Source: an optimization exercise on an open RTL-to-GDS flow (aim: small area, a short achievable clock period and few clock cycles per item). Production flows keep margins and buffers that such runs may drop.
Only simulation tests tie the RTL to the original design; equivalence was not proved.
Power figures rest on the tool's default switching activity, not on a simulated workload.

[flow/design.v]
`timescale 1ns / 1ps
module DES_Core(
    input wire clk,
    input wire reset,
    input wire start_i,
    input wire [63:0] plaintext_i,
    input wire [63:0] key_i,
    output reg [63:0] ciphertext_o,
    output reg done_o
    );
    wire s0, s1, s2, s3, s4, s5, s6, s7, s8, s9, s10, s11, s12, s13, s14, s15, s16, s17, s18, s19, s20, s21, s22, s23, s24, s25, s26, s27, s28, s29, s30, s31, s32, s33, s34, s35, s36, s37, s38, s39, s40, s41, s42, s43, s44, s45, s46, s47, s48, s49, s50, s51, s52, s53, s54, s55, s56, s57, s58, s59, s60, s61, s62, s63, s64, s65, s66, s67, s68, s69, s70, s71, s72, s73, s74, s75, s76, s77, s78, s79, s80, s81, s82, s83, s84, s85, s86, s87, s88, s89, s90, s91, s92, s93, s94, s95, s96, s97, s98, s99, s100, s101, s102, s103, s104, s105, s106, s107, s108, s109, s110, s111, s112, s113, s114, s115, s116, s117, s118, s119, s120, s121, s122, s123, s124, s125, s126, s127, s128, s129, s130, s131, s132, s133, s134, s135, s136, s137, s138, s139, s140, s141, s142, s143, s144, s145, s146, s147, s148, s149, s150, s151, s152, s153, s154, s155, s156, s157, s158, s159, s160, s161, s162, s163, s164, s165, s166, s167, s168, s169, s170, s171, s172, s173, s174, s175, s176, s177, s178, s179, s180, s181, s182, s183, s184, s185, s186, s187, s188, s189, s190, s191, s192, s193, s194, s195, s196, s197, s198, s199, s200, s201, s202, s203, s204, s205, s206, s207, s208, s209, s210, s211, s212, s213, s214, s215, s216, s217, s218, s219, s220, s221, s222, s223, s224, s225, s226, s227, s228, s229, s230, s231, s232, s233, s234, s235, s236, s237, s238, s239, s240, s241, s242, s243, s244, s245, s246, s247, s248, s249, s250, s251, s252, s253, s254, s255, s256, s257, s258, s259, s260, s261, s262, s263, s264, s265, s266, s267, s268, s269, s270, s271, s272, s273, s274, s275, s276, s277, s278, s279, s280, s281, s282, s283, s284, s285, s286, s287, s288, s289, s290, s291, s292, s293, s294, s295, s296, s297, s298, s299, s300, s301, s302, s303, s304, s305, s306, s307, s308, s309, s310, s311, s312, s313, s314, s315, s316, s317, s318, s319, s320, s321, s322, s323, s324, s325, s326, s327, s328, s329, s330, s331, s332, s333, s334, s335, s336, s337, s338, s339, s340, s341, s342, s343, s344, s345, s346, s347, s348, s349, s350, s351, s352, s353, s354, s355, s356, s357, s358, s359, s360, s361, s362, s363, s364, s365, s366, s367, s368, s369, s370, s371, s372, s373, s374, s375, s376, s377, s378, s379, s380, s381, s382, s383, s384, s385, s386, s387, s388, s389, s390, s391, s392, s393, s394, s395, s396, s397, s398, s399, s400, s401, s402, s403, s404, s405, s406, s407, s408, s409, s410, s411, s412, s413, s414, s415, s416, s417, s418, s419, s420, s421, s422, s423, s424, s425, s426, s427, s428, s429, s430, s431, s432, s433, s434, s435, s436, s437, s438, s439, s440, s441, s442, s443, s444, s445, s446, s447, s448, s449, s450, s451, s452, s453, s454, s455, s456, s457, s458, s459, s460, s461, s462, s463, s464, s465, s466, s467, s468, s469, s470, s471, s472, s473, s474, s475, s476, s477, s478, s479, s480, s481, s482, s483, s484, s485, s486, s487, s488, s489, s490, s491, s492, s493, s494, s495, s496, s497, s498, s499, s500, s501, s502, s503, s504, s505, s506, s507, s508, s509, s510, s511, s512, s513, s514, s515, s516, s517, s518, s519, s520, s521, s522, s523, s524, s525, s526, s527, s528, s529, s530, s531, s532, s533, s534, s535, s536, s537, s538, s539, s540, s541, s542, s543, s544, s545, s546, s547;
    assign s0 = key_i[2] ^ key_i[60];
    assign s1 = key_i[1] ^ key_i[59];
    assign s2 = key_i[10] ^ key_i[28];
    assign s3 = key_i[3] ^ key_i[5];
    assign s4 = key_i[4] ^ key_i[6];
    assign s5 = key_i[7] ^ key_i[9];
    assign s6 = key_i[8] ^ key_i[24];
    assign s7 = key_i[11] ^ key_i[13];
    assign s8 = key_i[12] ^ key_i[14];
    assign s9 = key_i[0] ^ key_i[58];
    assign s10 = key_i[15] ^ key_i[17];
    assign s11 = key_i[18] ^ key_i[56];
    assign s12 = key_i[19] ^ key_i[61];
    assign s13 = key_i[16] ^ key_i[20];
    assign s14 = key_i[25] ^ key_i[55];
    assign s15 = key_i[27] ^ key_i[57];
    assign s16 = key_i[23] ^ key_i[63];
    assign s17 = key_i[26] ^ key_i[62];
    assign s18 = key_i[21] ^ s12;
    assign s19 = key_i[22] ^ s2;
    assign s20 = key_i[29] ^ s5;
    assign s21 = key_i[53] ^ s7;
    assign s22 = key_i[54] ^ s8;
    assign s23 = s6 ^ s9;
    assign s24 = key_i[20] ^ s17;
    assign s25 = key_i[30] ^ s0;
    assign s26 = key_i[63] ^ s10;
    assign s27 = s1 ^ s3;
    assign s28 = s15 ^ s16;
    assign s29 = plaintext_i[63] ^ key_i[31];
    assign s30 = key_i[6] ^ s13;
    assign s31 = key_i[16] ^ s4;
    assign s32 = key_i[17] ^ s14;
    assign s33 = s0 ^ s11;
    assign s34 = plaintext_i[6] ^ key_i[5];
    assign s35 = plaintext_i[10] ^ key_i[9];
    assign s36 = plaintext_i[14] ^ key_i[13];
    assign s37 = plaintext_i[15] ^ key_i[14];
    assign s38 = plaintext_i[30] ^ key_i[21];
    assign s39 = key_i[0] ^ key_i[8];
    assign s40 = key_i[2] ^ key_i[4];
    assign s41 = key_i[12] ^ key_i[54];
    assign s42 = key_i[52] ^ key_i[58];
    assign s43 = plaintext_i[8] ^ s1;
    assign s44 = key_i[7] ^ s3;
    assign s45 = plaintext_i[39] ^ s18;
    assign s46 = key_i[11] ^ s20;
    assign s47 = key_i[24] ^ s22;
    assign s48 = key_i[51] ^ s21;
    assign s49 = plaintext_i[0] ^ key_i[3];
    assign s50 = plaintext_i[3] ^ key_i[62];
    assign s51 = plaintext_i[4] ^ key_i[57];
    assign s52 = plaintext_i[12] ^ key_i[15];
    assign s53 = plaintext_i[16] ^ key_i[19];
    assign s54 = plaintext_i[22] ^ key_i[11];
    assign s55 = plaintext_i[35] ^ key_i[61];
    assign s56 = key_i[18] ^ key_i[60];
    assign s57 = key_i[50] ^ key_i[52];
    assign s58 = plaintext_i[1] ^ s40;
    assign s59 = plaintext_i[5] ^ s4;
    assign s60 = plaintext_i[21] ^ s2;
    assign s61 = plaintext_i[33] ^ s14;
    assign s62 = plaintext_i[51] ^ s5;
    assign s63 = plaintext_i[59] ^ s10;
    assign s64 = key_i[0] ^ s11;
    assign s65 = key_i[56] ^ s57;
    assign s66 = s1 ^ s34;
    assign s67 = plaintext_i[2] ^ s27;
    assign s68 = plaintext_i[7] ^ s30;
    assign s69 = plaintext_i[9] ^ s23;
    assign s70 = plaintext_i[18] ^ s32;
    assign s71 = plaintext_i[31] ^ s25;
    assign s72 = plaintext_i[60] ^ s19;
    assign s73 = s12 ^ s21;
    assign s74 = s22 ^ s42;
    assign s75 = plaintext_i[0] ^ plaintext_i[26];
    assign s76 = plaintext_i[1] ^ plaintext_i[13];
    assign s77 = plaintext_i[2] ^ plaintext_i[28];
    assign s78 = plaintext_i[3] ^ plaintext_i[38];
    assign s79 = plaintext_i[4] ^ plaintext_i[28];
    assign s80 = plaintext_i[5] ^ plaintext_i[31];
    assign s81 = plaintext_i[7] ^ plaintext_i[19];
    assign s82 = plaintext_i[8] ^ plaintext_i[24];
    assign s83 = plaintext_i[10] ^ key_i[3];
    assign s84 = plaintext_i[11] ^ plaintext_i[17];
    assign s85 = plaintext_i[12] ^ plaintext_i[18];
    assign s86 = plaintext_i[13] ^ plaintext_i[29];
    assign s87 = plaintext_i[16] ^ key_i[25];
    assign s88 = plaintext_i[17] ^ plaintext_i[25];
    assign s89 = plaintext_i[17] ^ plaintext_i[52];
    assign s90 = plaintext_i[19] ^ plaintext_i[25];
    assign s91 = plaintext_i[19] ^ key_i[4];
    assign s92 = plaintext_i[20] ^ plaintext_i[55];
    assign s93 = plaintext_i[22] ^ plaintext_i[57];
    assign s94 = plaintext_i[23] ^ plaintext_i[29];
    assign s95 = plaintext_i[23] ^ key_i[12];
    assign s96 = plaintext_i[24] ^ key_i[59];
    assign s97 = plaintext_i[26] ^ key_i[15];
    assign s98 = plaintext_i[26] ^ key_i[23];
    assign s99 = plaintext_i[27] ^ plaintext_i[62];
    assign s100 = plaintext_i[30] ^ key_i[63];
    assign s101 = plaintext_i[33] ^ key_i[9];
    assign s102 = plaintext_i[34] ^ key_i[26];
    assign s103 = plaintext_i[34] ^ key_i[62];
    assign s104 = plaintext_i[37] ^ key_i[5];
    assign s105 = plaintext_i[38] ^ key_i[14];
    assign s106 = plaintext_i[42] ^ key_i[22];
    assign s107 = plaintext_i[43] ^ key_i[1];
    assign s108 = plaintext_i[43] ^ key_i[57];
    assign s109 = plaintext_i[45] ^ key_i[13];
    assign s110 = plaintext_i[47] ^ key_i[19];
    assign s111 = plaintext_i[47] ^ key_i[25];
    assign s112 = plaintext_i[49] ^ key_i[59];
    assign s113 = plaintext_i[53] ^ key_i[1];
    assign s114 = plaintext_i[54] ^ key_i[16];
    assign s115 = plaintext_i[61] ^ key_i[21];
    assign s116 = key_i[8] ^ key_i[52];
    assign s117 = key_i[10] ^ key_i[60];
    assign s118 = plaintext_i[9] ^ s6;
    assign s119 = plaintext_i[11] ^ s2;
    assign s120 = plaintext_i[20] ^ s36;
    assign s121 = plaintext_i[32] ^ s0;
    assign s122 = plaintext_i[36] ^ s6;
    assign s123 = plaintext_i[40] ^ s13;
    assign s124 = plaintext_i[42] ^ s4;
    assign s125 = plaintext_i[46] ^ s17;
    assign s126 = plaintext_i[48] ^ s8;
    assign s127 = plaintext_i[50] ^ s39;
    assign s128 = plaintext_i[51] ^ s7;
    assign s129 = plaintext_i[56] ^ s8;
    assign s130 = key_i[16] ^ s80;
    assign s131 = key_i[23] ^ s29;
    assign s132 = key_i[26] ^ s41;
    assign s133 = key_i[29] ^ s16;
    assign s134 = key_i[29] ^ s54;
    assign s135 = key_i[30] ^ s41;
    assign s136 = key_i[53] ^ s53;
    assign s137 = key_i[61] ^ s83;
    assign s138 = key_i[62] ^ s56;
    assign s139 = s11 ^ s37;
    assign s140 = s14 ^ s49;
    assign s141 = s35 ^ s87;
    assign s142 = plaintext_i[27] ^ s31;
    assign s143 = plaintext_i[29] ^ s24;
    assign s144 = plaintext_i[40] ^ s59;
    assign s145 = plaintext_i[41] ^ s28;
    assign s146 = plaintext_i[41] ^ s32;
    assign s147 = plaintext_i[52] ^ s23;
    assign s148 = plaintext_i[54] ^ s25;
    assign s149 = plaintext_i[55] ^ s26;
    assign s150 = plaintext_i[56] ^ s33;
    assign s151 = plaintext_i[57] ^ s27;
    assign s152 = plaintext_i[58] ^ s31;
    assign s153 = key_i[22] ^ s24;
    assign s154 = key_i[27] ^ s20;
    assign s155 = s7 ^ s44;
    assign s156 = s28 ^ s43;
    assign s157 = s30 ^ s105;
    assign s158 = s37 ^ s60;
    assign s159 = s64 ^ s117;
    assign s160 = s65 ^ s132;
    assign s161 = plaintext_i[44] ^ s69;
    assign s162 = s33 ^ s153;
    assign s163 = s44 ^ s48;
    assign s164 = s46 ^ s63;
    assign s165 = s46 ^ s115;
    assign s166 = s47 ^ s159;
    assign s167 = plaintext_i[40] ^ plaintext_i[60];
    assign s168 = s2 ^ s91;
    assign s169 = s114 ^ s167;
    assign s170 = s23 ^ s121;
    assign s171 = s168 ^ s169;
    assign s172 = s160 ^ s170;
    assign s173 = s171 ^ s172;
    assign s174 = plaintext_i[61] ^ s15;
    assign s175 = s92 ^ s101;
    assign s176 = s27 ^ s174;
    assign s177 = s175 ^ s48;
    assign s178 = s146 ^ s176;
    assign s179 = s177 ^ s178;
    assign s180 = plaintext_i[62] ^ s102;
    assign s181 = s60 ^ s124;
    assign s182 = s180 ^ s74;
    assign s183 = s150 ^ s181;
    assign s184 = s182 ^ s183;
    assign s185 = key_i[15] ^ s29;
    assign s186 = s55 ^ s93;
    assign s187 = s108 ^ s133;
    assign s188 = s185 ^ s186;
    assign s189 = s187 ^ s188;
    assign s190 = s163 ^ s189;
    assign s191 = plaintext_i[23] ^ plaintext_i[32];
    assign s192 = plaintext_i[44] ^ s191;
    assign s193 = s122 ^ s192;
    assign s194 = s74 ^ s152;
    assign s195 = s193 ^ s194;
    assign s196 = key_i[53] ^ s5;
    assign s197 = s96 ^ s104;
    assign s198 = s109 ^ s61;
    assign s199 = s63 ^ s196;
    assign s200 = s197 ^ s198;
    assign s201 = s199 ^ s200;
    assign s202 = plaintext_i[25] ^ plaintext_i[34];
    assign s203 = key_i[30] ^ s11;
    assign s204 = s116 ^ s202;
    assign s205 = s125 ^ s203;
    assign s206 = s204 ^ s72;
    assign s207 = s157 ^ s205;
    assign s208 = s206 ^ s207;
    assign s209 = plaintext_i[35] ^ plaintext_i[39];
    assign s210 = key_i[53] ^ s10;
    assign s211 = s15 ^ s98;
    assign s212 = s110 ^ s209;
    assign s213 = s210 ^ s211;
    assign s214 = s212 ^ s213;
    assign s215 = s165 ^ s214;
    assign s216 = plaintext_i[48] ^ key_i[18];
    assign s217 = key_i[58] ^ s99;
    assign s218 = s216 ^ s19;
    assign s219 = s122 ^ s123;
    assign s220 = s135 ^ s217;
    assign s221 = s218 ^ s219;
    assign s222 = s220 ^ s221;
    assign s223 = plaintext_i[28] ^ plaintext_i[37];
    assign s224 = key_i[9] ^ s112;
    assign s225 = s223 ^ s131;
    assign s226 = s224 ^ s73;
    assign s227 = s146 ^ s225;
    assign s228 = s226 ^ s227;
    assign s229 = plaintext_i[32] ^ plaintext_i[38];
    assign s230 = plaintext_i[42] ^ plaintext_i[50];
    assign s231 = s229 ^ s230;
    assign s232 = s231 ^ s143;
    assign s233 = s166 ^ s232;
    assign s234 = key_i[15] ^ s15;
    assign s235 = s100 ^ s107;
    assign s236 = s61 ^ s128;
    assign s237 = s234 ^ s235;
    assign s238 = s45 ^ s236;
    assign s239 = s237 ^ s238;
    assign s240 = plaintext_i[31] ^ plaintext_i[44];
    assign s241 = plaintext_i[52] ^ key_i[0];
    assign s242 = s0 ^ s103;
    assign s243 = s240 ^ s241;
    assign s244 = s123 ^ s242;
    assign s245 = s243 ^ s47;
    assign s246 = s244 ^ s245;
    assign s247 = plaintext_i[41] ^ key_i[21];
    assign s248 = s55 ^ s109;
    assign s249 = s113 ^ s247;
    assign s250 = s26 ^ s140;
    assign s251 = s248 ^ s249;
    assign s252 = s250 ^ s251;
    assign s253 = plaintext_i[36] ^ key_i[14];
    assign s254 = s106 ^ s114;
    assign s255 = s253 ^ s58;
    assign s256 = s64 ^ s125;
    assign s257 = s254 ^ s255;
    assign s258 = s256 ^ s257;
    assign s259 = plaintext_i[37] ^ key_i[55];
    assign s260 = s108 ^ s110;
    assign s261 = s259 ^ s260;
    assign s262 = s67 ^ s149;
    assign s263 = s261 ^ s262;
    assign s264 = plaintext_i[44] ^ plaintext_i[48];
    assign s265 = s4 ^ s9;
    assign s266 = s13 ^ s78;
    assign s267 = s264 ^ s265;
    assign s268 = s266 ^ s150;
    assign s269 = s267 ^ s268;
    assign s270 = plaintext_i[45] ^ plaintext_i[49];
    assign s271 = key_i[7] ^ key_i[17];
    assign s272 = s51 ^ s270;
    assign s273 = s271 ^ s272;
    assign s274 = s45 ^ s151;
    assign s275 = s273 ^ s274;
    assign s276 = plaintext_i[46] ^ plaintext_i[50];
    assign s277 = plaintext_i[58] ^ s6;
    assign s278 = s276 ^ s277;
    assign s279 = s144 ^ s278;
    assign s280 = s162 ^ s279;
    assign s281 = plaintext_i[6] ^ plaintext_i[59];
    assign s282 = s3 ^ s111;
    assign s283 = s281 ^ s18;
    assign s284 = s62 ^ s282;
    assign s285 = s145 ^ s283;
    assign s286 = s284 ^ s285;
    assign s287 = plaintext_i[7] ^ plaintext_i[48];
    assign s288 = s287 ^ s24;
    assign s289 = s124 ^ s72;
    assign s290 = s147 ^ s288;
    assign s291 = s289 ^ s290;
    assign s292 = plaintext_i[43] ^ plaintext_i[49];
    assign s293 = plaintext_i[53] ^ key_i[5];
    assign s294 = s292 ^ s293;
    assign s295 = s294 ^ s156;
    assign s296 = s165 ^ s295;
    assign s297 = plaintext_i[50] ^ plaintext_i[62];
    assign s298 = key_i[6] ^ key_i[12];
    assign s299 = s297 ^ s298;
    assign s300 = s19 ^ s299;
    assign s301 = s148 ^ s300;
    assign s302 = s161 ^ s301;
    assign s303 = plaintext_i[45] ^ plaintext_i[55];
    assign s304 = key_i[25] ^ s1;
    assign s305 = s303 ^ s20;
    assign s306 = s128 ^ s131;
    assign s307 = s137 ^ s304;
    assign s308 = s305 ^ s306;
    assign s309 = s307 ^ s308;
    assign s310 = plaintext_i[32] ^ plaintext_i[46];
    assign s311 = s40 ^ s310;
    assign s312 = s119 ^ s129;
    assign s313 = s311 ^ s147;
    assign s314 = s312 ^ s313;
    assign s315 = plaintext_i[53] ^ key_i[29];
    assign s316 = s7 ^ s52;
    assign s317 = s101 ^ s111;
    assign s318 = s315 ^ s316;
    assign s319 = s317 ^ s151;
    assign s320 = s318 ^ s319;
    assign s321 = plaintext_i[13] ^ key_i[10];
    assign s322 = s102 ^ s321;
    assign s323 = s126 ^ s322;
    assign s324 = s148 ^ s152;
    assign s325 = s323 ^ s324;
    assign s326 = plaintext_i[14] ^ plaintext_i[59];
    assign s327 = s55 ^ s112;
    assign s328 = s326 ^ s327;
    assign s329 = s149 ^ s155;
    assign s330 = s328 ^ s329;
    assign s331 = plaintext_i[15] ^ plaintext_i[36];
    assign s332 = plaintext_i[60] ^ s331;
    assign s333 = s31 ^ s127;
    assign s334 = s129 ^ s138;
    assign s335 = s332 ^ s333;
    assign s336 = s334 ^ s335;
    assign s337 = plaintext_i[16] ^ plaintext_i[57];
    assign s338 = plaintext_i[61] ^ key_i[1];
    assign s339 = key_i[13] ^ s12;
    assign s340 = s104 ^ s337;
    assign s341 = s338 ^ s26;
    assign s342 = s62 ^ s339;
    assign s343 = s340 ^ s341;
    assign s344 = s342 ^ s343;
    assign s345 = plaintext_i[58] ^ plaintext_i[62];
    assign s346 = key_i[18] ^ s2;
    assign s347 = s39 ^ s89;
    assign s348 = s345 ^ s25;
    assign s349 = s346 ^ s347;
    assign s350 = s157 ^ s348;
    assign s351 = s349 ^ s350;
    assign s352 = plaintext_i[18] ^ key_i[3];
    assign s353 = s29 ^ s113;
    assign s354 = s352 ^ s353;
    assign s355 = s45 ^ s354;
    assign s356 = s164 ^ s355;
    assign s357 = plaintext_i[28] ^ key_i[15];
    assign s358 = key_i[49] ^ key_i[51];
    assign s359 = s54 ^ s357;
    assign s360 = s358 ^ s62;
    assign s361 = s136 ^ s140;
    assign s362 = s359 ^ s156;
    assign s363 = s360 ^ s361;
    assign s364 = s362 ^ s363;
    assign s365 = key_i[10] ^ s13;
    assign s366 = s89 ^ s94;
    assign s367 = s58 ^ s365;
    assign s368 = s366 ^ s69;
    assign s369 = s160 ^ s367;
    assign s370 = s368 ^ s369;
    assign s371 = plaintext_i[24] ^ plaintext_i[53];
    assign s372 = s15 ^ s35;
    assign s373 = s38 ^ s371;
    assign s374 = s372 ^ s373;
    assign s375 = s48 ^ s67;
    assign s376 = s70 ^ s374;
    assign s377 = s375 ^ s376;
    assign s378 = plaintext_i[54] ^ s4;
    assign s379 = s8 ^ s50;
    assign s380 = s90 ^ s65;
    assign s381 = s119 ^ s378;
    assign s382 = s379 ^ s71;
    assign s383 = s380 ^ s381;
    assign s384 = s382 ^ s383;
    assign s385 = s51 ^ s52;
    assign s386 = s75 ^ s92;
    assign s387 = s385 ^ s386;
    assign s388 = s387 ^ s163;
    assign s389 = plaintext_i[5] ^ plaintext_i[21];
    assign s390 = plaintext_i[56] ^ key_i[8];
    assign s391 = s76 ^ s389;
    assign s392 = s390 ^ s391;
    assign s393 = s74 ^ s142;
    assign s394 = s392 ^ s393;
    assign s395 = key_i[51] ^ key_i[55];
    assign s396 = s10 ^ s34;
    assign s397 = s36 ^ s77;
    assign s398 = s93 ^ s395;
    assign s399 = s18 ^ s396;
    assign s400 = s397 ^ s398;
    assign s401 = s154 ^ s399;
    assign s402 = s400 ^ s401;
    assign s403 = plaintext_i[3] ^ plaintext_i[58];
    assign s404 = s94 ^ s116;
    assign s405 = s403 ^ s19;
    assign s406 = s139 ^ s404;
    assign s407 = s68 ^ s405;
    assign s408 = s406 ^ s407;
    assign s409 = key_i[23] ^ s38;
    assign s410 = s51 ^ s82;
    assign s411 = s136 ^ s409;
    assign s412 = s410 ^ s411;
    assign s413 = s164 ^ s412;
    assign s414 = s42 ^ s56;
    assign s415 = s88 ^ s118;
    assign s416 = s130 ^ s135;
    assign s417 = s414 ^ s72;
    assign s418 = s415 ^ s416;
    assign s419 = s417 ^ s418;
    assign s420 = plaintext_i[6] ^ plaintext_i[61];
    assign s421 = key_i[59] ^ s35;
    assign s422 = s75 ^ s420;
    assign s423 = s133 ^ s421;
    assign s424 = s422 ^ s70;
    assign s425 = s73 ^ s423;
    assign s426 = s424 ^ s425;
    assign s427 = plaintext_i[1] ^ plaintext_i[11];
    assign s428 = key_i[30] ^ s81;
    assign s429 = s99 ^ s427;
    assign s430 = s24 ^ s428;
    assign s431 = s429 ^ s430;
    assign s432 = s166 ^ s431;
    assign s433 = plaintext_i[20] ^ s16;
    assign s434 = s29 ^ s52;
    assign s435 = s77 ^ s43;
    assign s436 = s433 ^ s434;
    assign s437 = s73 ^ s435;
    assign s438 = s436 ^ s437;
    assign s439 = plaintext_i[9] ^ plaintext_i[21];
    assign s440 = s13 ^ s50;
    assign s441 = s86 ^ s439;
    assign s442 = s121 ^ s440;
    assign s443 = s441 ^ s47;
    assign s444 = s442 ^ s443;
    assign s445 = plaintext_i[4] ^ plaintext_i[22];
    assign s446 = s36 ^ s38;
    assign s447 = s445 ^ s26;
    assign s448 = s61 ^ s137;
    assign s449 = s446 ^ s447;
    assign s450 = s448 ^ s449;
    assign s451 = plaintext_i[11] ^ plaintext_i[23];
    assign s452 = key_i[4] ^ key_i[54];
    assign s453 = s9 ^ s103;
    assign s454 = s451 ^ s452;
    assign s455 = s130 ^ s139;
    assign s456 = s453 ^ s454;
    assign s457 = s455 ^ s456;
    assign s458 = plaintext_i[0] ^ plaintext_i[12];
    assign s459 = plaintext_i[24] ^ plaintext_i[35];
    assign s460 = key_i[55] ^ key_i[57];
    assign s461 = s53 ^ s458;
    assign s462 = s459 ^ s460;
    assign s463 = s26 ^ s66;
    assign s464 = s461 ^ s462;
    assign s465 = s463 ^ s464;
    assign s466 = plaintext_i[36] ^ s9;
    assign s467 = s76 ^ s88;
    assign s468 = s33 ^ s466;
    assign s469 = s467 ^ s68;
    assign s470 = s468 ^ s469;
    assign s471 = plaintext_i[2] ^ plaintext_i[14];
    assign s472 = plaintext_i[37] ^ key_i[3];
    assign s473 = key_i[7] ^ s98;
    assign s474 = s471 ^ s472;
    assign s475 = s18 ^ s43;
    assign s476 = s473 ^ s474;
    assign s477 = s70 ^ s475;
    assign s478 = s476 ^ s477;
    assign s479 = plaintext_i[15] ^ plaintext_i[27];
    assign s480 = s78 ^ s91;
    assign s481 = s479 ^ s118;
    assign s482 = s480 ^ s481;
    assign s483 = s162 ^ s482;
    assign s484 = plaintext_i[20] ^ s3;
    assign s485 = s79 ^ s28;
    assign s486 = s141 ^ s484;
    assign s487 = s45 ^ s485;
    assign s488 = s486 ^ s487;
    assign s489 = plaintext_i[21] ^ key_i[56];
    assign s490 = s9 ^ s84;
    assign s491 = s489 ^ s19;
    assign s492 = s490 ^ s143;
    assign s493 = s144 ^ s491;
    assign s494 = s492 ^ s493;
    assign s495 = key_i[7] ^ s38;
    assign s496 = s85 ^ s66;
    assign s497 = s134 ^ s495;
    assign s498 = s145 ^ s496;
    assign s499 = s497 ^ s498;
    assign s500 = plaintext_i[13] ^ key_i[6];
    assign s501 = key_i[28] ^ s81;
    assign s502 = s95 ^ s106;
    assign s503 = s500 ^ s23;
    assign s504 = s501 ^ s502;
    assign s505 = s71 ^ s503;
    assign s506 = s504 ^ s505;
    assign s507 = s5 ^ s49;
    assign s508 = s82 ^ s107;
    assign s509 = s28 ^ s120;
    assign s510 = s507 ^ s508;
    assign s511 = s509 ^ s510;
    assign s512 = plaintext_i[25] ^ s58;
    assign s513 = s158 ^ s512;
    assign s514 = s161 ^ s513;
    assign s515 = plaintext_i[45] ^ s97;
    assign s516 = s134 ^ s141;
    assign s517 = s515 ^ s67;
    assign s518 = s516 ^ s517;
    assign s519 = plaintext_i[46] ^ key_i[10];
    assign s520 = key_i[58] ^ s0;
    assign s521 = s50 ^ s84;
    assign s522 = s95 ^ s519;
    assign s523 = s520 ^ s521;
    assign s524 = s522 ^ s142;
    assign s525 = s523 ^ s524;
    assign s526 = plaintext_i[47] ^ key_i[17];
    assign s527 = key_i[61] ^ key_i[63];
    assign s528 = s79 ^ s85;
    assign s529 = s96 ^ s526;
    assign s530 = s527 ^ s528;
    assign s531 = s529 ^ s155;
    assign s532 = s530 ^ s531;
    assign s533 = s39 ^ s86;
    assign s534 = s90 ^ s59;
    assign s535 = s126 ^ s138;
    assign s536 = s533 ^ s534;
    assign s537 = s535 ^ s536;
    assign s538 = plaintext_i[49] ^ key_i[19];
    assign s539 = s97 ^ s100;
    assign s540 = s538 ^ s66;
    assign s541 = s120 ^ s539;
    assign s542 = s154 ^ s540;
    assign s543 = s541 ^ s542;
    assign s544 = plaintext_i[27] ^ s127;
    assign s545 = s68 ^ s71;
    assign s546 = s158 ^ s544;
    assign s547 = s545 ^ s546;
    wire [63:0] result;
    assign result[0] = s173;
    assign result[1] = s179;
    assign result[2] = s184;
    assign result[3] = s190;
    assign result[4] = s195;
    assign result[5] = s201;
    assign result[6] = s208;
    assign result[7] = s215;
    assign result[8] = s222;
    assign result[9] = s228;
    assign result[10] = s233;
    assign result[11] = s239;
    assign result[12] = s246;
    assign result[13] = s252;
    assign result[14] = s258;
    assign result[15] = s263;
    assign result[16] = s269;
    assign result[17] = s275;
    assign result[18] = s280;
    assign result[19] = s286;
    assign result[20] = s291;
    assign result[21] = s296;
    assign result[22] = s302;
    assign result[23] = s309;
    assign result[24] = s314;
    assign result[25] = s320;
    assign result[26] = s325;
    assign result[27] = s330;
    assign result[28] = s336;
    assign result[29] = s344;
    assign result[30] = s351;
    assign result[31] = s356;
    assign result[32] = s364;
    assign result[33] = s370;
    assign result[34] = s377;
    assign result[35] = s384;
    assign result[36] = s388;
    assign result[37] = s394;
    assign result[38] = s402;
    assign result[39] = s408;
    assign result[40] = s413;
    assign result[41] = s419;
    assign result[42] = s426;
    assign result[43] = s432;
    assign result[44] = s438;
    assign result[45] = s444;
    assign result[46] = s450;
    assign result[47] = s457;
    assign result[48] = s465;
    assign result[49] = s470;
    assign result[50] = s478;
    assign result[51] = s483;
    assign result[52] = s488;
    assign result[53] = s494;
    assign result[54] = s499;
    assign result[55] = s506;
    assign result[56] = s511;
    assign result[57] = s514;
    assign result[58] = s518;
    assign result[59] = s525;
    assign result[60] = s532;
    assign result[61] = s537;
    assign result[62] = s543;
    assign result[63] = s547;
    reg busy;
    always @(posedge clk or posedge reset) begin
        if (reset) begin
            busy <= 1'b0;
            done_o <= 1'b0;
        end else begin
            busy <= start_i;
            done_o <= busy;
        end
    end
    always @(posedge clk) begin
        if (start_i)
            ciphertext_o <= result;
    end
endmodule
[flow/flow/run.sh]
#!/bin/bash
set -euo pipefail
export BUFFER_PORTS_ARGS="-buffer_cell sky130_fd_sc_hd__buf_2"
export POST_GLOBAL_PLACE_TCL="$PWD/flow/outbuf.tcl"
bash standard.sh DONT_USE_CELLS="sky130_fd_sc_hd__lpflow_bleeder_1 sky130_fd_sc_hd__lpflow_clkbufkapwr_1 sky130_fd_sc_hd__lpflow_clkbufkapwr_16 sky130_fd_sc_hd__lpflow_clkbufkapwr_2 sky130_fd_sc_hd__lpflow_clkbufkapwr_4 sky130_fd_sc_hd__lpflow_clkbufkapwr_8 sky130_fd_sc_hd__lpflow_clkinvkapwr_1 sky130_fd_sc_hd__lpflow_clkinvkapwr_16 sky130_fd_sc_hd__lpflow_clkinvkapwr_2 sky130_fd_sc_hd__lpflow_clkinvkapwr_4 sky130_fd_sc_hd__lpflow_clkinvkapwr_8 sky130_fd_sc_hd__lpflow_decapkapwr_12 sky130_fd_sc_hd__lpflow_decapkapwr_3 sky130_fd_sc_hd__lpflow_decapkapwr_4 sky130_fd_sc_hd__lpflow_decapkapwr_6 sky130_fd_sc_hd__lpflow_decapkapwr_8 sky130_fd_sc_hd__lpflow_inputiso0n_1 sky130_fd_sc_hd__lpflow_inputiso0p_1 sky130_fd_sc_hd__lpflow_inputiso1n_1 sky130_fd_sc_hd__lpflow_inputiso1p_1 sky130_fd_sc_hd__lpflow_inputisolatch_1 sky130_fd_sc_hd__lpflow_isobufsrc_1 sky130_fd_sc_hd__lpflow_isobufsrc_16 sky130_fd_sc_hd__lpflow_isobufsrc_2 sky130_fd_sc_hd__lpflow_isobufsrc_4 sky130_fd_sc_hd__lpflow_isobufsrc_8 sky130_fd_sc_hd__lpflow_isobufsrckapwr_16 sky130_fd_sc_hd__lpflow_lsbuf_lh_hl_isowell_tap_1 sky130_fd_sc_hd__lpflow_lsbuf_lh_hl_isowell_tap_2 sky130_fd_sc_hd__lpflow_lsbuf_lh_hl_isowell_tap_4 sky130_fd_sc_hd__lpflow_lsbuf_lh_isowell_4 sky130_fd_sc_hd__lpflow_lsbuf_lh_isowell_tap_1 sky130_fd_sc_hd__lpflow_lsbuf_lh_isowell_tap_2 sky130_fd_sc_hd__lpflow_lsbuf_lh_isowell_tap_4 sky130_fd_sc_hd__probe_p_8 sky130_fd_sc_hd__probec_p_8  sky130_fd_sc_hd__xor3_1 sky130_fd_sc_hd__xor3_2 sky130_fd_sc_hd__xor3_4 sky130_fd_sc_hd__xnor3_1 sky130_fd_sc_hd__xnor3_2 sky130_fd_sc_hd__xnor3_4" finish > flow_make.log 2>&1
[flow/flow/outbuf.tcl]
# Output ports drive only the 0.01 pF pin load: a buf_1 is enough there.
set n 0
foreach bterm [[ord::get_db_block] getBTerms] {
  if {[$bterm getIoType] != "OUTPUT"} { continue }
  set net [$bterm getNet]
  if {$net == "NULL"} { continue }
  foreach iterm [$net getITerms] {
    if {[$iterm isOutputSignal]} {
      set inst [$iterm getInst]
      if {[[$inst getMaster] getName] == "sky130_fd_sc_hd__buf_2"} {
        replace_cell [$inst getName] sky130_fd_sc_hd__buf_1
        incr n
      }
    }
  }
}
puts "outbuf.tcl: $n output buffers set to buf_1"
[flow/standard.sh]
#!/bin/bash
# synth_recipe.tcl (not shown) runs the flow's synth.tcl, then flattens the netlist and writes it again
# the make line also repeats each setting of config.mk as NAME=value (left out here)
make -C /OpenROAD-flow-scripts/flow DESIGN_CONFIG=/design/flow/config.mk WORK_HOME=/design/flow/orfs CLKGATE_MAP_FILE= SYNTH_SCRIPT=/design/flow/synth_recipe.tcl "${@:-finish}"
[flow/config.mk]
export PLATFORM = sky130hd
export DESIGN_NAME = DES_Core
export DESIGN_NICKNAME = DES_Core
export VERILOG_FILES = /design/flow/design.v
export SDC_FILE = /design/flow/constraint.sdc
export NUM_CORES = 4
export LEC_CHECK = 0
export CAP_MARGIN = 20
export CORE_MARGIN = 2
export CORE_UTILIZATION = 40
export CTS_BUF_LIST = sky130_fd_sc_hd__clkbuf_4 sky130_fd_sc_hd__clkbuf_8
export GPL_TIMING_DRIVEN = 0
export PLACE_DENSITY = 0.7
export SETUP_SLACK_MARGIN = 2.65
export SLEW_MARGIN = 20
[flow/constraint.sdc]
create_clock -name core_clock -period 5.0 [get_ports {clk}]
set_input_delay 1.0000 -clock core_clock [delete_from_list [all_inputs] [get_ports {clk}]]
set_output_delay 1.0000 -clock core_clock [all_outputs]
set_load 0.01 [all_outputs]
==> results by group, run 1 <==
Run status
  • Status: finished clean

GRT
  • Vias in the first global route: 4785
  • GR Util All Layers: 0.1983
  • Initial antenna violation count: 0
  • First-pass GRT wire length: 28400 um
  • GRT overflow: 0
  • Largest net degree at the start of global routing: 66

Placed design
  • Setup WS pre-CTS: between 2000 and 2500 ps
  • Post-Place Cells: 1024
  • IO Port Bufs: 135
  • Post-DP HPWL: 15970 um
  • Cell Area, Placed: between 8000 and 9000 um^2

Power and ir drop
  • Seq pwr share: 0.287
  • Combinational Power Share: 0.552
  • Switching power: 1.394 mW
  • Pwr/cell area: 440.8 nW/um^2
  • Maximum VDD drop: 0.2062 mV
  • Tot Pwr: roughly 3.8 mW
  • Switching part of the total: 0.3708
  • Power share of the clock group: 0.161
  • Int Pwr: approximately 2.4 mW
  • Leak: 2.748 nW

Setup path
  • Crit path max fanout: 4
  • Setup slack, reg-to-reg: 4530 ps
  • CP arrival: about 2400 ps
  • Crit. End Element: flop
  • Critical R2R Capture: done_o
  • Worst r2r path cells: 0
  • Worst Setup Start Kind: input pin
  • FF-to-FF Start: busy
  • Setup Crit Path Kind: input pin to flop
  • CP required: 5100 ps

Clock network
  • Setup bufs post-CTS: 0
  • Clock Tree Root: clkbuf_8
  • TritonCTS Sinks: 66
  • H-tree levels: 3
  • CTS tree: done
  • Clock latency at the later pin of the worst-skew pair: 360 ps
  • CTS Buf Count: 9
  • Worst-path clk slew: 70 ps
  • Clock buffer depth: 2

Min path
  • Hold Path Sink: done_o
  • Hold Path Depth: 0
  • Hold Crit Start: busy
  • Min-Delay Path Class: flop to flop

Die
  • FP Rows: 49
  • Core ar.: 17960 um^2
  • Die area: 19360 um^2
  • Boundary Pins: 196
  • Initial Util: 0.4066
  • Die H: 139.1 um
  • Die span in x: 139.1 um

Detailed routing
  • Via Count: 4707
  • Initial DRT Pass Iterations: 4
  • WL/cell: 18.16 um
  • Residual DRC: 0
  • DRT iter0 DRCs: between 200 and 250
  • ANT nets after route: 0
  • Via density: 4.522
  • Final wirelength: around 19000 um

STA
  • Final worst setup slack: between 2000 and 3000 ps
  • Hold_ws: 355.7 ps
  • Final setup fails: 0
  • Worst slew pin tran: 855.2 ps
  • Setup TNS: 0 ps
  • RSZ-0062 raised after global routing: no
  • Slew Viols, Final: 0
  • Max Clock Skew: 0.02776 ps
  • Highest clock rate: 434.4 MHz
  • Period Utilization, post-route: 0.4604
  • Fin crit period: roughly 2300 ps
  • Final Hold Viols: 0
  • Slew headroom: 0.4299

Synth
  • Mapped Avg Cell Area: 11.07 um^2
  • Netlist cell types: 10
  • Cell taking the most area after synthesis: xnor2_1
  • Synth area leaders: xnor2_1, edfxtp_1, xor2_1
  • #FFs+latches synth: 66
  • Post-synthesis sequential area ratio: 0.2700
  • Synthesized instance count: 660
  • Share of the synthesized area in the top cell type: 0.5504
  • Warnings from Yosys: 1
  • Post-Syn Area: 7305 um^2
  • Mapped Nets: just under 800

Final layout
  • Fin util: 0.4748
  • Final non-filler cell total: 1041
  • Share of layout cells above drive strength 1: 0.1837
  • Most frequent cells in the layout: xnor2_1, buf_2, buf_1, edfxtp_1, xor2_1
  • Commonest non-fill, non-tap cell in the layout: xnor2_1
  • Area grow syn2layout: 16.75%
  • Final Cell Area: 8528 um^2
  • Final #Nets: 937
  • Fill cells: 1722

Flow run
  • Max Cap Viol: 0
cell usage after synthesis, drive strengths merged:
library cell / instances
xnor2: 491
edfxtp: 64
xor2: 59
buf: 22
clkbuf: 21
dfrtp: 2
inv: 1
power groups by stage:
stage | Sequential [mW] | Clock (mW) | Combinational (mW)
finish | 1.08 | 0.604 | 2.08
CTS | 1.09 | 0.623 | 2.10
detailed placement | 1.10 | 0 | 2.09
floorplan | 1.22 | 0 | 1.43
global route | 1.11 | 0.640 | 2.24
global placement | 1.09 | 0 | 2.14
flip-flops by register name (all words and copies together) (netlist names):
name / count
done_o: 1
busy: 1
ciphertext_o: 64
cell type report:
class	count	area, um^2	share of cell area
timing repair buffer	135	596.8	0.06998
sequential	66	1972	0.2312
clock inverter	7	141.4	0.01658
buffer	43	193.9	0.02274
antenna	1	2.502	0.0002934
clock buffer	9	123.9	0.01452
inverter	1	3.754	0.0004401
multi-input combinational	550	5207	0.6106
tap	229	286.5	0.03360
cell families (layout without fill, tap and decap cells):
logic type / after synthesis / after routing / share of synthesized area
buffers and inverters: 44 / 195 / 0.02638
DFF: 66 / 66 / 0.2700
xor gates and xnor gates: 550 / 550 / 0.7037
other: 0 / 1 / 0
worst max-delay path by stage:
stage          startpoint               end  cells past startpoint  slack (ps)
2_1_floorplan   key_i[59]   ciphertext_o[1]                      6        2640
3_3_place_gp    key_i[55]  ciphertext_o[46]                      6        2300
3_5_place_dp    key_i[55]  ciphertext_o[46]                      6        2320
4_1_cts         key_i[55]  ciphertext_o[46]                      6        2720
5_1_grt         key_i[55]  ciphertext_o[42]                      6        2650
6_report        key_i[21]  ciphertext_o[46]                      6        2700
timing repair:
action / in CTS / in global routing
hold buffers: 0 / 0
gates resized for setup: 0 / 2
setup endpoints to repair: 0 / 3
routing by layer:
layer / vias to the layer above / track usage / part of all wire
li1: 2319 / - / -
met1: 2203 / 0.2482 / 0.42
met2: 159 / 0.3492 / 0.51
met3: 26 / 0.03142 / 0.051
met4: 0 / 0.06539 / 0.020
met5: - / 0 / 0
worst max-delay path: stages:
cell,delay [ps]
clkbuf_1,300
xnor2_2,170
xnor2_1,340
xor2_1,300
xnor2_1,140
xnor2_1,140
Testbench counts, summed over its fixed seeds: cycles 4,808, blocks 2,400.
==> run 2, diff against run 1 <==
--- a/flow/config.mk
+++ b/flow/config.mk
@@ -11,3 +11,2 @@
 export CTS_BUF_LIST = sky130_fd_sc_hd__clkbuf_4 sky130_fd_sc_hd__clkbuf_8
-export GPL_TIMING_DRIVEN = 0
 export PLACE_DENSITY = 0.7
==> run 2 against run 1 <==
Still clean on timing, DRC and antenna; non-clock buffer count increased by 4; clock skew about the same; register-to-register slack about the same; critical path type unchanged.
==> results by group, run 2 <==
Detailed routing
  • Via density: 4.533 (+0.24%)
  • Initial DRT Pass Iterations: 4 (unchanged)
  • WL/cell: 18.07 um (-0.50%)
  • Residual DRC: 0 (unchanged)
  • ANT nets after route: 0 (unchanged)
  • Via Count: 4732 (+0.53%)
  • DRT iter0 DRCs: 227 (+10%)
  • Final wirelength: 18860 um (-0.21%)

Die
  • Die area: 19360 um^2 (unchanged)
  • Core ar.: 17960 um^2 (unchanged)
  • Boundary Pins: 196 (unchanged)
  • Initial Util: 0.4066 (unchanged)
  • Die span in x: 139.1 um (unchanged)
  • FP Rows: 49 (unchanged)
  • Die H: 139.1 um (unchanged)

Setup path
  • Worst stage delay on the critical path: 530 ps (+190 ps)
  • Worst path bufs/invs: 1 (unchanged)
  • Crit path max fanout: 4 (unchanged)
  • CP required: 5100 ps (about the same)
  • CP arrival: 2400 ps (about the same)
  • Slowest-stage cell, CP: xnor2_1
  • Crit path cell chain: buf_2 > xnor2_1 > xnor2_1 > xnor2_1 > xnor2_1 > xnor2_1
  • Setup Crit Path Kind: input pin to flop
  • Cell family contributing the most delay on the critical path: XOR/XNOR gates
  • Crit. End Element: flop
  • Worst Setup Start Kind: input pin
  • Worst r2r path cells: 0 (unchanged)
  • Critical path depth: 6 (unchanged)
  • Critical path's most frequent cell: xnor2_1

STA
  • Worst slew pin tran: 648.2 ps (-207.0 ps)
  • Final setup fails: 0 (unchanged)
  • Slew headroom: 0.5648 (+0.1349)
  • Max Clock Skew: 0.01385 ps (-0.01391 ps)
  • Period Utilization, post-route: 0.4596 (-0.0008160)
  • RSZ-0062 raised after global routing: no
  • Highest clock rate: 435.2 MHz (+0.18%)
  • Final worst setup slack: 2702 ps (+4.080 ps)
  • Fin crit period: 2298 ps (-4.080 ps)
  • Final Hold Viols: 0 (unchanged)
  • Setup TNS: 0 ps (unchanged)
  • Slew Viols, Final: 0 (unchanged)
  • Hold_ws: 355.2 ps (-0.4970 ps)

GRT
  • Largest net degree at the start of global routing: 40 (-39%)
  • Initial antenna violation count: 0 (unchanged)
  • GR Util All Layers: 0.1962 (-0.002094)
  • GRT overflow: 0 (unchanged)
  • Vias in the first global route: 4845 (+1.3%)
  • First-pass GRT wire length: 28230 um (-0.61%)

Placed design
  • Post-DP HPWL: 16270 um (+1.9%)
  • Setup WS pre-CTS: 2300 ps (-17.14 ps)
  • IO Port Bufs: 178 (+32%)

Synth
  • Post-Syn Area: 7305 um^2 (unchanged)
  • Top-count cell post-synth: xnor2_1
  • Mapped Avg Cell Area: 11.07 um^2 (unchanged)
  • Asr flop ratio synth: 0.03030 (unchanged)
  • Mapped Nets: 791 (unchanged)
  • Synth area leaders: xnor2_1, edfxtp_1, xor2_1
  • Warnings from Yosys: 1 (unchanged)
  • #FFs+latches synth: 66 (unchanged)
  • Cell taking the most area after synthesis: xnor2_1
  • Number of synthesized flops with an enable pin: 64 (unchanged)
  • Synthesized instance count: 660 (unchanged)
  • Top FF cell, synth: edfxtp_1
  • Share of the synthesized area in the top cell type: 0.5504 (unchanged)
  • Netlist cell types: 10 (unchanged)
  • Post-synthesis sequential area ratio: 0.2700 (unchanged)
  • Most instantiated cells after synthesis: xnor2_1, edfxtp_1, xor2_1

Final layout
  • Most frequent cells in the layout: xnor2_1, buf_2, buf_1, edfxtp_1, xor2_1
  • Top reg by flops: ciphertext_o
  • Share of layout cells above drive strength 1: 0.2098 (+0.02609)
  • ANT cells: 0 (-1)
  • Commonest non-fill, non-tap cell in the layout: xnor2_1
  • Area grow syn2layout: 16.17%
  • Final #Nets: 941 (+0.43%)
  • Largest regs: ciphertext_o: 64 flops, busy: 1 flops, done_o: 1 flops
  • Max FFs per register: 64 (unchanged)

Clock network
  • CTS tree: done
  • H-tree levels: 3 (unchanged)
  • TritonCTS Sinks: 66 (unchanged)
  • CTS Buf Count: 9 (unchanged)
  • Clock Tree Root: clkbuf_8
  • Worst-path clk slew: 70 ps (about the same)
  • Clock buffer depth: 2 (unchanged)
  • Clock latency at the later pin of the worst-skew pair: 350 ps (about the same)
  • Hold buffers post-CTS: 0 (unchanged)

Power and ir drop
  • Leak: 2.768 nW (+0.72%)
  • Pwr/cell area: 418.0 nW/um^2 (-5.2%)
  • Tot Pwr: 3.547 mW (-5.7%)
  • Maximum VDD drop: 0.2019 mV (-2.1%)

Run status
  • Status: finished clean

Flow run
  • Max Cap Viol: 0 (unchanged)

Min path
  • Min-Delay Path Class: flop to flop
  • Hold Path Depth: 0 (unchanged)
run 2: cell counts after synthesis:
Identical to the previous run, type by type.
run 2: layout make-up:
type | count | area (um^2)
clock buffer | 10 | 131.4
clock inverter | 6 | 33.78
fill | 1724 | 9478
inverter | 1 | 3.754
multi-input combinational | 550 | 5219
sequential | 66 | 1972
tap | 229 | 286.5
timing repair buffer | 182 | 839.6
run 2: where the power goes:
group          internal, mW  switching, mW  total [mW]
Clock                 0.181          0.207       0.388
Sequential             1.00         0.0788        1.08
Combinational         0.987           1.09        2.08
run 2: per-layer routing:
| layer | global-route usage | vias up | wire (um) |
|---|---|---|---|
| met1 | 0.2422 | 2231 | 7921 |
| met2 | 0.3456 | 162 | 9515 |
| li1 | - | 2315 | - |
| met4 | 0.06699 | 0 | 428 |
| met5 | 0 | - | 0 |
| met3 | 0.03488 | 24 | 997 |
run 2: cell families (layout without fill, tap and decap cells):
group                  count (synthesis)  after routing  share of synthesized area
flip-flops                            66             66                     0.2700
XOR/XNOR                             550            550                     0.7037
buffers and inverters                 44            199                    0.02638
run 2: worst paths after layout:
kind,start,to,slack (ps)
max,key_i[31],ciphertext_o[44],2700
min,busy,done_o,360
max reg2reg,busy,done_o,4530
min reg2reg,busy,done_o,360
max in group asynchronous,reset,done_o,4420
min in group asynchronous,reset,busy,480
run 2: timing repair:
action                                 CTS  global route
endpoints found under the hold margin    0             0
gates resized for setup                  0             3
setup endpoints to repair                0             5
buffers inserted                         0             3
run 2: stage by stage:
step	cells	util	area, um^2
3_3_place_gp	1025	0.4650	8353
3_5_place_dp	1025	0.4605	8272
6_report	1044	0.4724	8486
5_1_grt	1044	0.4724	8486
4_1_cts	1041	0.4697	8437
2_1_floorplan	660	-	7362
==> run 3, diff against run 2 <==
--- a/flow/config.mk
+++ b/flow/config.mk
@@ -11,3 +11,3 @@
 export CTS_BUF_LIST = sky130_fd_sc_hd__clkbuf_4 sky130_fd_sc_hd__clkbuf_8
-export PLACE_DENSITY = 0.7
+export PLACE_DENSITY = 0.6
 export SETUP_SLACK_MARGIN = 2.65
==> run 3 against run 2 <==
Clock skew hardly changed; synthesized cell count is the same; setup slack got worse by 26 ps; sequential share of layout area shrank 0.051 points; register-to-register slack about the same; first-iteration DRC count fell by 6.2%; sequential cell count unchanged; critical path depth shrank 1; global-route usage up 1.2 points; clock-buffer cell count unchanged; sequential power about the same; highest routed layer is now met5.
==> results by group, run 3 <==
Clock network
  • TritonCTS Sinks: 66 (unchanged)
  • Hold buffers post-CTS: 0 (unchanged)
  • Clock latency at the later pin of the worst-skew pair: 350 ps (about the same)
  • Clock Tree Root: clkbuf_8
  • CTS tree: done
  • Clock buffer depth: 2 (unchanged)
  • H-tree levels: 3 (unchanged)
  • Worst-path clk slew: 70 ps (about the same)
  • CTS Buf Count: 9 (unchanged)

Synth
  • Mapped Avg Cell Area: 11.07 um^2 (unchanged)
  • Asr flop ratio synth: 0.03030 (unchanged)
  • Most instantiated cells after synthesis: xnor2_1, edfxtp_1, xor2_1
  • #FFs+latches synth: 66 (unchanged)
  • Synth area leaders: xnor2_1, edfxtp_1, xor2_1
  • Warnings from Yosys: 1 (unchanged)
  • Netlist cell types: 10 (unchanged)
  • Top FF cell, synth: edfxtp_1
  • Number of synthesized flops with an enable pin: 64 (unchanged)
  • Post-synthesis sequential area ratio: 0.2700 (unchanged)
  • Top-count cell post-synth: xnor2_1
  • Synthesized instance count: 660 (unchanged)
  • Mapped Nets: 791 (unchanged)
  • Post-Syn Area: 7305 um^2 (unchanged)
  • Cell taking the most area after synthesis: xnor2_1
  • Share of the synthesized area in the top cell type: 0.5504 (unchanged)

Final layout
  • Final #Nets: 941 (unchanged)
  • Commonest non-fill, non-tap cell in the layout: xnor2_1
  • Area grow syn2layout: 16.43%
  • Top reg by flops: ciphertext_o
  • Final Cell Area: 8504 um^2 (+0.22%)
  • Most frequent cells in the layout: xnor2_1, buf_2, buf_1, edfxtp_1, xor2_1
  • Multi-input gate area: 5238 um^2 (+0.36%)
  • Share of layout cells above drive strength 1: 0.2110 (+0.001227)
  • Largest regs: ciphertext_o: 64 flops, busy: 1 flops, done_o: 1 flops
  • Fill cells: 1751 (+1.6%)
  • Flip-flop and latch area: 1972 um^2 (unchanged)
  • Max FFs per register: 64 (unchanged)
  • ANT cells: 0 (unchanged)

Power and ir drop
  • Int Pwr: 2.175 mW (+0.14%)
  • Power share of the clock group: 0.109 (about the same)
  • Switching power: 1.396 mW (+1.5%)
  • Switching part of the total: 0.3909 (+0.003263)
  • Seq pwr share: 0.303 (-0.002)
  • Maximum VDD drop: 0.2048 mV (+1.4%)
  • Pwr/cell area: 419.8 nW/um^2 (+0.45%)
  • Combinational Power Share: 0.588 (+0.003)
  • Leak: 2.775 nW (+0.26%)

STA
  • Final Hold Viols: 0 (unchanged)
  • Slew headroom: 0.4805 (-0.08424)
  • Slew Viols, Final: 0 (unchanged)
  • Highest clock rate: 430.3 MHz (-1.1%)
  • RSZ-0062 raised after global routing: no
  • Final setup fails: 0 (unchanged)
  • Period Utilization, post-route: 0.4648 (+0.005182)
  • Fin crit period: 2324 ps (+25.91 ps)
  • Worst slew pin tran: 779.2 ps (+131.0 ps)
  • Max Clock Skew: 0.01835 ps (+0.004496 ps)
  • Setup TNS: 0 ps (unchanged)

Setup path
  • Worst r2r path cells: 0 (unchanged)
  • Setup Crit Path Kind: input pin to flop
  • CP required: 5080 ps (-20 ps)
  • FF-to-FF Start: busy
  • CP arrival: 2410 ps (about the same)
  • Setup slack, reg-to-reg: 4540 ps (about the same)
  • Crit. End Element: flop
  • Critical R2R Capture: done_o
  • Crit path max fanout: 4 (unchanged)
  • Worst Setup Start Kind: input pin

Placed design
  • Cell Area, Placed: 8272 um^2 (unchanged)
  • IO Port Bufs: 178 (unchanged)
  • Post-DP HPWL: 17360 um (+6.7%)

GRT
  • Initial antenna violation count: 1 (+1)
  • GR Util All Layers: 0.2084 (+0.01217)
  • Vias in the first global route: 5038 (+4.0%)
  • Largest net degree at the start of global routing: 34 (-15%)
  • First-pass GRT wire length: 30100 um (+6.6%)
  • GRT overflow: 0 (unchanged)

Detailed routing
  • Via Count: 4769 (+0.78%)
  • ANT nets after route: 0 (unchanged)
  • Initial DRT Pass Iterations: 4 (unchanged)
  • WL/cell: 19.20 um (+6.3%)
  • Final wirelength: 20050 um (+6.3%)
  • DRT iter0 DRCs: 213 (-6.2%)
  • Residual DRC: 0 (unchanged)
  • Via density: 4.568 (+0.78%)

Min path
  • Hold Path Depth: 0 (unchanged)
  • Hold Path Sink: done_o
  • Hold Crit Start: busy
  • Min-Delay Path Class: flop to flop

Die
  • Die H: 139.1 um (unchanged)
  • Initial Util: 0.4066 (unchanged)
  • Core ar.: 17960 um^2 (unchanged)
  • Die area: 19360 um^2 (unchanged)
  • Die span in x: 139.1 um (unchanged)
  • Boundary Pins: 196 (unchanged)
  • FP Rows: 49 (unchanged)

Run status
  • Status: finished clean

Flow run
  • Max Cap Viol: 0 (unchanged)
run 3: cell counts after synthesis:
Identical to the previous run, type by type.
run 3: worst max path at each step:
stage	slack (ps)	from	end
6_report	2680	key_i[17]	ciphertext_o[29]
5_1_grt	2660	key_i[53]	ciphertext_o[1]
4_1_cts	2670	key_i[10]	ciphertext_o[8]
3_5_place_dp	2280	key_i[10]	ciphertext_o[8]
3_3_place_gp	2270	key_i[55]	ciphertext_o[46]
2_1_floorplan	2640	key_i[59]	ciphertext_o[1]
run 3: layout make-up:
class | count | area share
multi-input cells | 550 | 0.6159
flip-flops and latches | 66 | 0.2319
repair buffers | 182 | 0.09872
well taps | 229 | 0.03369
clock buffers | 10 | 0.01545
clock inverters | 6 | 0.003972
inverters | 1 | 0.0004414
run 3: through the flow:
step                  util  setup WS, ps  instances  total power, mW  hold WS (ps)
floorplan                -          2636        660            2.649         331.2
global placement    0.4650          2272       1025            3.256         332.7
detailed placement  0.4605          2281       1025            3.213         336.2
CTS                 0.4697          2670       1041            3.615         352.1
global route        0.4734          2657       1044            3.807         364.8
finish              0.4734          2676       1044            3.571         348.4
run 3: kinds of logic (layout without fill, tap and decap cells):
| family | after synthesis | in the layout | synth area share |
|---|---|---|---|
| DFF | 66 | 66 | 0.2700 |
| xor gates and xnor gates | 550 | 550 | 0.7037 |
| buffers and inverters | 44 | 199 | 0.02638 |
run 3: what timing repair did:
item	CTS	global route
setup buffers	0	3
setup endpoints to repair	0	10
gates resized for setup	0	5
run 3: worst max-delay path, cell delays in order:
cell and delay [ps]:
buf_2 150, xnor2_2 380, xnor2_2 170, xnor2_1 540
xnor2_1 150
run 3: layer usage:
layer  global-route usage  routed length (um)
met2               0.3739               10260
met3              0.03246                 977
met1               0.2607                8488
met5                    0                   7
met4              0.05582                 312
run 3: power groups by stage:
stage | logic, mW | clock network, mW | registers [mW]
2_1_floorplan | 1.43 | 0 | 1.22
3_3_place_gp | 2.16 | 0 | 1.09
3_5_place_dp | 2.11 | 0 | 1.10
4_1_cts | 2.12 | 0.405 | 1.09
5_1_grt | 2.27 | 0.425 | 1.11
6_report | 2.10 | 0.388 | 1.08

==> static timing again, ports no longer ideal <==
No port has a modelled driver above. Below, the same layouts with a new extraction and two added sets of constraints.
Step 1, drivers: a clkbuf_16 drives clk and a buf_2 each remaining input, both assumed.
Step 2 adds t to the input delays and takes it off the output delays; t is the mean of the earliest and latest rising clock arrival at the registers after step 1. Input paths then give back, and output paths get back, about the clock's delay inside the block.
Slacks: no drivers / after step 1 / after step 2; pairs: no drivers / after step 1.
run | t (ns) | setup WS [ns] | hold slack, ns | worst setup path after step 2 | latest minus earliest clock arrival (ns)
run 1 | 0.400 | 2.698 / 2.713 / 2.313 | 0.356 / 0.356 / 0.356 | input to register | 0.017 / 0.017
run 2 | 0.387 | 2.702 / 2.717 / 2.330 | 0.355 / 0.355 / 0.355 | input to register | 0.015 / 0.016
run 3 | 0.390 | 2.676 / 2.693 / 2.303 | 0.348 / 0.348 / 0.348 | input to register | 0.012 / 0.012
After both steps every run listed still meets setup and hold. For run 1, which loses most, drivers alone change the setup slack by +0.015 ns; drivers and shift together by -0.385 ns.
